Background: an optimization exercise with open tools, aiming at small area. Do not read the settings as production practice. In this exercise RTL edits were held to simulation tests only and were not proved equivalent to the original. Power figures rest on the tool's default switching activity, not on a simulated workload.

Setup of rev 12:
==> flow/design.v <==
module clk_div (
	CLK, RST, CLK_DIV
	);
	parameter divider = 250;
	input CLK;
	input RST;
	output CLK_DIV;
	reg [7:0] state;
	reg CLK_DIV;
	function [7:0] step;
		input [7:0] s;
		begin
			step = {s[6:0], s[7] ^ s[5] ^ s[4] ^ s[3]};
		end
	endfunction
	function [7:0] steps;
		input [7:0] s;
		input integer n;
		integer j;
		begin
			steps = s;
			for (j = 0; j < n; j = j + 1)
				steps = step(steps);
		end
	endfunction
	localparam [7:0] START = 8'h01;                        
	localparam [7:0] ONE = steps(START, divider - 1);      
	localparam [7:0] ZERO = steps(START, divider);         
	localparam integer B = (ZERO[0] != START[0]) ? 0 : (ZERO[1] != START[1]) ? 1 :
		(ZERO[2] != START[2]) ? 2 : (ZERO[3] != START[3]) ? 3 :
		(ZERO[4] != START[4]) ? 4 : (ZERO[5] != START[5]) ? 5 :
		(ZERO[6] != START[6]) ? 6 : 7;
	wire zero = CLK_DIV && state[B] == ZERO[B];
	always @(posedge CLK)
	begin
		if (!RST || zero) state <= START;
		else state <= step(state);
	end
	always @(posedge CLK)
		CLK_DIV <= (state == ONE);
endmodule
module pb170proj (
		CLK, KEY, SW, LEDG, LEDR, HEX4, HEX5, HEX6, HEX7
	);
	input CLK;
	input [1:0] KEY;
	input [15:0] SW;
	output [4:0] LEDG;
	output [15:0] LEDR;
	output [6:0] HEX4;
	output [6:0] HEX5;
	output [6:0] HEX6;
	output [6:0] HEX7;
	wire rst_n = KEY[0];
	wire tick;
	clk_div #(.divider(250)) divider1 (.CLK(CLK), .RST(rst_n), .CLK_DIV(tick));
	reg [19:0] n_rnd_cnt;   
	wire [19:0] rnd_cnt = ~n_rnd_cnt;
	reg pending;          
	reg [15:0] nledscfg;  
	wire [15:0] ledscfg = ~nledscfg;
	reg n_show;   
	wire show = ~n_show;
	reg [8:0] cntdwn;
	reg [2:0] disp;       
	reg rflag;            
	reg pflag;            
	reg zflag;            
	reg [2:0] n_rnds;   
	wire [2:0] rnds = ~n_rnds;
	reg [3:0] oks;        
	reg old_key1;
	wire [2:0] rnds_inc;
	wire [3:0] oks_inc;
	assign rnds_inc = {
		(rnds[2] & rnds[1]) | (rnds[1] & ~rnds[0]) | (~rnds[2] & ~rnds[1] & rnds[0]),
		(~rnds[0]),
		(rnds[2])};
	assign HEX4 = {
		(~rnds[1] & ~rnds[0]),
		(~rnds[0]),
		(rnds[2]) | (~rnds[1] & ~rnds[0]),
		(~rnds[1] & ~rnds[0]) | (rnds[2] & rnds[1] & rnds[0]),
		(~rnds[2] & rnds[1] & ~rnds[0]),
		(~rnds[1] & rnds[0]),
		(rnds[2] & rnds[1] & rnds[0]) | (~rnds[2] & ~rnds[1] & ~rnds[0])};
	assign oks_inc = {
		(~oks[0]) | (oks[2]) | (oks[1]),
		(~oks[3] & ~oks[2]) | (~oks[2] & oks[1]),
		(oks[2] & ~oks[0]) | (~oks[3] & ~oks[0]),
		(oks[3] & ~oks[2]) | (oks[1])};
	assign HEX6 = {
		(oks[2] & ~oks[0]) | (~oks[3] & ~oks[0]),
		(oks[2]) | (oks[1] & oks[0]),
		(oks[2]) | (oks[3] & ~oks[1]),
		(oks[2] & ~oks[0]) | (oks[3] & ~oks[1] & ~oks[0]),
		(oks[1] & oks[0]),
		(~oks[2] & ~oks[1] & oks[0]),
		(oks[2] & oks[1]) | (oks[3] & ~oks[1] & ~oks[0])};
	assign HEX5 = 7'b1111111;
	assign HEX7 = 7'b1111111;
	assign LEDR = {16{show}} & ledscfg;
	assign LEDG = {disp == 3'd4, disp == 3'd3, disp == 3'd2, disp == 3'd1, disp == 3'd0};
	wire [2:0] mode = rflag ? {2'b00, pflag} : {disp[2:1], disp[0] | pflag};
	wire press = !KEY[1] && old_key1;
	wire advance = press && (mode == 3'd0 || mode == 3'd2);
	wire [2:0] mode1 = !rst_n ? 3'd0 : advance ? mode + 3'd1 : mode;
	wire starting = mode1 == 3'd1 && (pflag || advance);
	wire cnt0 = cntdwn == 9'd0;
	wire match = SW == ledscfg;
	wire last = rnds == 3'd3;
	wire carry8 = &rnd_cnt[7:0];
	wire up = !starting && (carry8 || pending);
	wire [19:0] rnd_next = rst_n ? {rnd_cnt[19:8] + {11'd0, up}, rnd_cnt[7:0] + 8'd1} : 20'd0;
	reg [2:0] mode2;
	always @(*)
	begin
		mode2 = mode1;
		if (tick)
			case (mode1)
			1: if (cnt0 && !starting) mode2 = 3'd2;
			2: if (cnt0) mode2 = 3'd3;
			3: mode2 = 3'd4;
			4: if (cnt0) mode2 = last ? 3'd5 : 3'd0;
			default: ;
			endcase
	end
	wire idle = mode2 == 3'd0 || mode2 == 3'd5;
	wire t1 = tick && mode1 == 3'd1;
	wire t3 = tick && mode1 == 3'd3;
	wire t4 = tick && mode1 == 3'd4;
	wire t5 = tick && mode1 == 3'd5;
	wire first = tick && starting;       
	wire t1end = t1 && !starting && cnt0;
	wire set1 = t4 && cnt0 && last;      
	wire dec = tick && (mode1 == 3'd1 || mode1 == 3'd2 || mode1 == 3'd4);
	wire [19:0] r = {rnd_cnt[19:8], cntdwn[7:0]};
	wire [3:0] dlo [0:4];
	wire [3:0] dhi [0:4];
	wire [15:0] pattern;
	genvar k, i;
	generate
		for (k = 0; k < 5; k = k + 1) begin : pdec
			wire [1:0] a = r[4*k+1:4*k];
			wire [1:0] b = r[4*k+3:4*k+2];
			assign dlo[k] = {a[1] & a[0], a[1] & ~a[0], ~a[1] & a[0], ~a[1] & ~a[0]};
			assign dhi[k] = {first & b[1] & b[0], first & b[1] & ~b[0], first & ~b[1] & b[0], first & ~b[1] & ~b[0]};
		end
		for (i = 0; i < 16; i = i + 1) begin : pat
			assign pattern[i] = (dhi[0][i/4] & dlo[0][i%4]) | (dhi[1][i/4] & dlo[1][i%4]) |
				(dhi[2][i/4] & dlo[2][i%4]) | (dhi[3][i/4] & dlo[3][i%4]) | (dhi[4][i/4] & dlo[4][i%4]);
		end
	endgenerate
	wire keep = !first && !set1 && !t5;
	always @(posedge CLK)
	begin
		old_key1 <= KEY[1];
		n_rnd_cnt <= ~(rnd_next);
		pending <= rst_n && (starting ? (pending || carry8) : (pending && carry8));
		nledscfg <= ~(pattern | ({16{t5}} & {ledscfg[14:0], ledscfg[15]}) |
			({16{keep}} & ledscfg) | {15'd0, set1});
		if (first)
			n_show <= ~(1'b1);
		else if (t1end)
			n_show <= ~(1'b0);
		else if (t4)
			n_show <= ~(cntdwn[2] || set1);
		if (!rst_n) begin
			rflag <= 1'b1;
			pflag <= 1'b0;
			zflag <= 1'b1;
		end else if (advance)
			pflag <= 1'b1;
		if (idle)
			cntdwn <= {1'b0, rnd_next[7:0]};
		else if (first)
			cntdwn <= 9'd4;
		else if (t1end)
			cntdwn <= 9'd500;
		else if (t3)
			cntdwn <= match ? 9'd48 : 9'd96;
		else if (dec)
			cntdwn <= cntdwn - 9'd1;
		if (t3) begin
			oks <= match ? (zflag ? 4'd14 : oks_inc) : (zflag ? 4'd0 : oks);
			n_rnds <= ~(zflag ? 3'd0 : rnds_inc);
			zflag <= 1'b0;
		end
		if (tick) begin
			disp <= mode2;
			rflag <= 1'b0;
			pflag <= 1'b0;
		end
	end
endmodule
Settings: LEC_CHECK=0, ABC_AREA=1, CAP_MARGIN=20, CORE_MARGIN=2, CORE_UTILIZATION=70, PLACE_DENSITY=0.72, SLEW_MARGIN=20; clock period 10.0 ns.
standard.sh (not shown) runs the stock make flow with config.mk's settings and CLKGATE_MAP_FILE= SYNTH_SCRIPT=/design/flow/synth_recipe.tcl, a recipe that flattens the netlist after the stock synthesis.
==> flow/flow/run.sh <==
#!/bin/bash
# The standard layout (standard.sh), with these changes:
#  - synthesis maps the logic with area-oriented ABC scripts and keeps the
#    smallest result (flow/synth.tcl wraps synth_recipe.tcl; registers are
#    mapped before ABC runs, so they are the standard synthesis's), and
#    adders are left to ABC instead of being mapped to adder cells first;
#  - the port buffers are the smallest buffer, buf_1;
#  - the constant outputs share one tie cell;
#  - CTS uses clkbuf_8 and no dummy loads.
# Every tool's log is under orfs/logs/; make's own output is in standard.log.
set -euo pipefail
here=$(pwd)
sed -E "s#SYNTH_SCRIPT=[^ ]*synth_recipe\.tcl#SYNTH_SCRIPT=$here/flow/synth.tcl#" standard.sh > own_standard.sh
grep -q "SYNTH_SCRIPT=$here/flow/synth.tcl" own_standard.sh
export ADDER_MAP_FILE=
export SKIP_REPAIR_TIE_FANOUT=1
export BUFFER_PORTS_ARGS="-buffer_cell sky130_fd_sc_hd__buf_1"
export CTS_ARGS="-sink_clustering_enable -repair_clock_nets -dont_use_dummy_load -buf_list sky130_fd_sc_hd__clkbuf_8 -sink_clustering_size 30 -sink_clustering_max_diameter 200"
bash own_standard.sh > standard.log 2>&1
Other scripts of this flow, unchanged in this note and not shown: flow/flow/abc_area1.script, flow/flow/abc_area2.script, flow/flow/abc_area3.script, flow/flow/abc_area4.script, flow/flow/synth.tcl
### rev 12 -> rev 13
--- a/flow/design.v
+++ b/flow/design.v
@@ -53,22 +53,18 @@
 	output [6:0] HEX7;
 	wire rst_n = KEY[0];
 	wire tick;
 	clk_div #(.divider(250)) divider1 (.CLK(CLK), .RST(rst_n), .CLK_DIV(tick));
-	reg [19:0] n_rnd_cnt;   
-	wire [19:0] rnd_cnt = ~n_rnd_cnt;
+	reg [19:0] rnd_cnt;
 	reg pending;          
-	reg [15:0] nledscfg;  
-	wire [15:0] ledscfg = ~nledscfg;
-	reg n_show;   
-	wire show = ~n_show;
+	reg [15:0] ledscfg;   
+	reg show;             
 	reg [8:0] cntdwn;
 	reg [2:0] disp;       
 	reg rflag;            
 	reg pflag;            
 	reg zflag;            
-	reg [2:0] n_rnds;   
-	wire [2:0] rnds = ~n_rnds;
+	reg [2:0] rnds;       
 	reg [3:0] oks;        
 	reg old_key1;
 	wire [2:0] rnds_inc;
 	wire [3:0] oks_inc;
@@ -154,18 +150,18 @@
 	wire keep = !first && !set1 && !t5;
 	always @(posedge CLK)
 	begin
 		old_key1 <= KEY[1];
-		n_rnd_cnt <= ~(rnd_next);
+		rnd_cnt <= rnd_next;
 		pending <= rst_n && (starting ? (pending || carry8) : (pending && carry8));
-		nledscfg <= ~(pattern | ({16{t5}} & {ledscfg[14:0], ledscfg[15]}) |
-			({16{keep}} & ledscfg) | {15'd0, set1});
+		ledscfg <= pattern | ({16{t5}} & {ledscfg[14:0], ledscfg[15]}) |
+			({16{keep}} & ledscfg) | {15'd0, set1};
 		if (first)
-			n_show <= ~(1'b1);
+			show <= 1'b1;
 		else if (t1end)
-			n_show <= ~(1'b0);
+			show <= 1'b0;
 		else if (t4)
-			n_show <= ~(cntdwn[2] || set1);
+			show <= cntdwn[2] || set1;
 		if (!rst_n) begin
 			rflag <= 1'b1;
 			pflag <= 1'b0;
 			zflag <= 1'b1;
@@ -182,9 +178,9 @@
 		else if (dec)
 			cntdwn <= cntdwn - 9'd1;
 		if (t3) begin
 			oks <= match ? (zflag ? 4'd14 : oks_inc) : (zflag ? 4'd0 : oks);
-			n_rnds <= ~(zflag ? 3'd0 : rnds_inc);
+			rnds <= zflag ? 3'd0 : rnds_inc;
 			zflag <= 1'b0;
 		end
 		if (tick) begin
 			disp <= mode2;
Findings:
- Between rev 12 and rev 13, the routed wire length is lower for rev 12.
- Rev 13 vs. rev 12: clock network power has remained practically unchanged; total number of nets in the final design +about 6%; final critical-path setup slack climbed 2.23 ns; fraction of standard cell area in multi-input logic +0.33 points; clock network power share went down.
- Looking at number of standard cells after synthesis, rev 13 sits about 6.4% higher than rev 12 does.
- Going from rev 12 to rev 13, average size of a mapped cell shrank by 0.19 um^2; maximum net fanout on the critical path grew by 3; share of the core filled with cells in the final layout grew by 1.6 points; cell count after placement grew by 5.5%.
- Rev 13: count of vias placed by the detailed router higher than rev 12
- On sequential share of layout area: between rev 12 and rev 13, it ends up lower for rev 13.

separate check: timing with driven ports:
Ports are ideal in the flow. The routed layouts listed here were re-timed in OpenROAD.
Step 1 (the two cells are an assumption about what drives the block):
set clk [get_ports {CLK}]
set_driving_cell -lib_cell sky130_fd_sc_hd__clkbuf_16 $clk
set_driving_cell -lib_cell sky130_fd_sc_hd__buf_2 [delete_from_list [all_inputs] $clk]
Step 2 times the ports against the registers' clock, not the clock port: input delays grow and output delays shrink by t, the midpoint of the rising clock arrivals with the driver on.
Slacks: ideal / step 1 / step 2; pairs: ideal / step 1.
run | shift t [ns] | setup WS [ns] | worst hold slack (ns) | clock arrival spread, ns | pins driven straight from the clock port
rev 12 | 0.370 | 3.070 / 3.071 / 2.701 | 0.433 / 0.433 / 0.433 | 0.020 / 0.020 | 1
rev 13 | 0.362 | 5.303 / 5.302 / 4.939 | 0.436 / 0.436 / 0.436 | 0.019 / 0.019 | 1
After both steps setup and hold are still met in every run listed. For rev 12, which loses most, drivers alone change the setup slack by +0.001 ns; drivers and shift together by -0.369 ns.
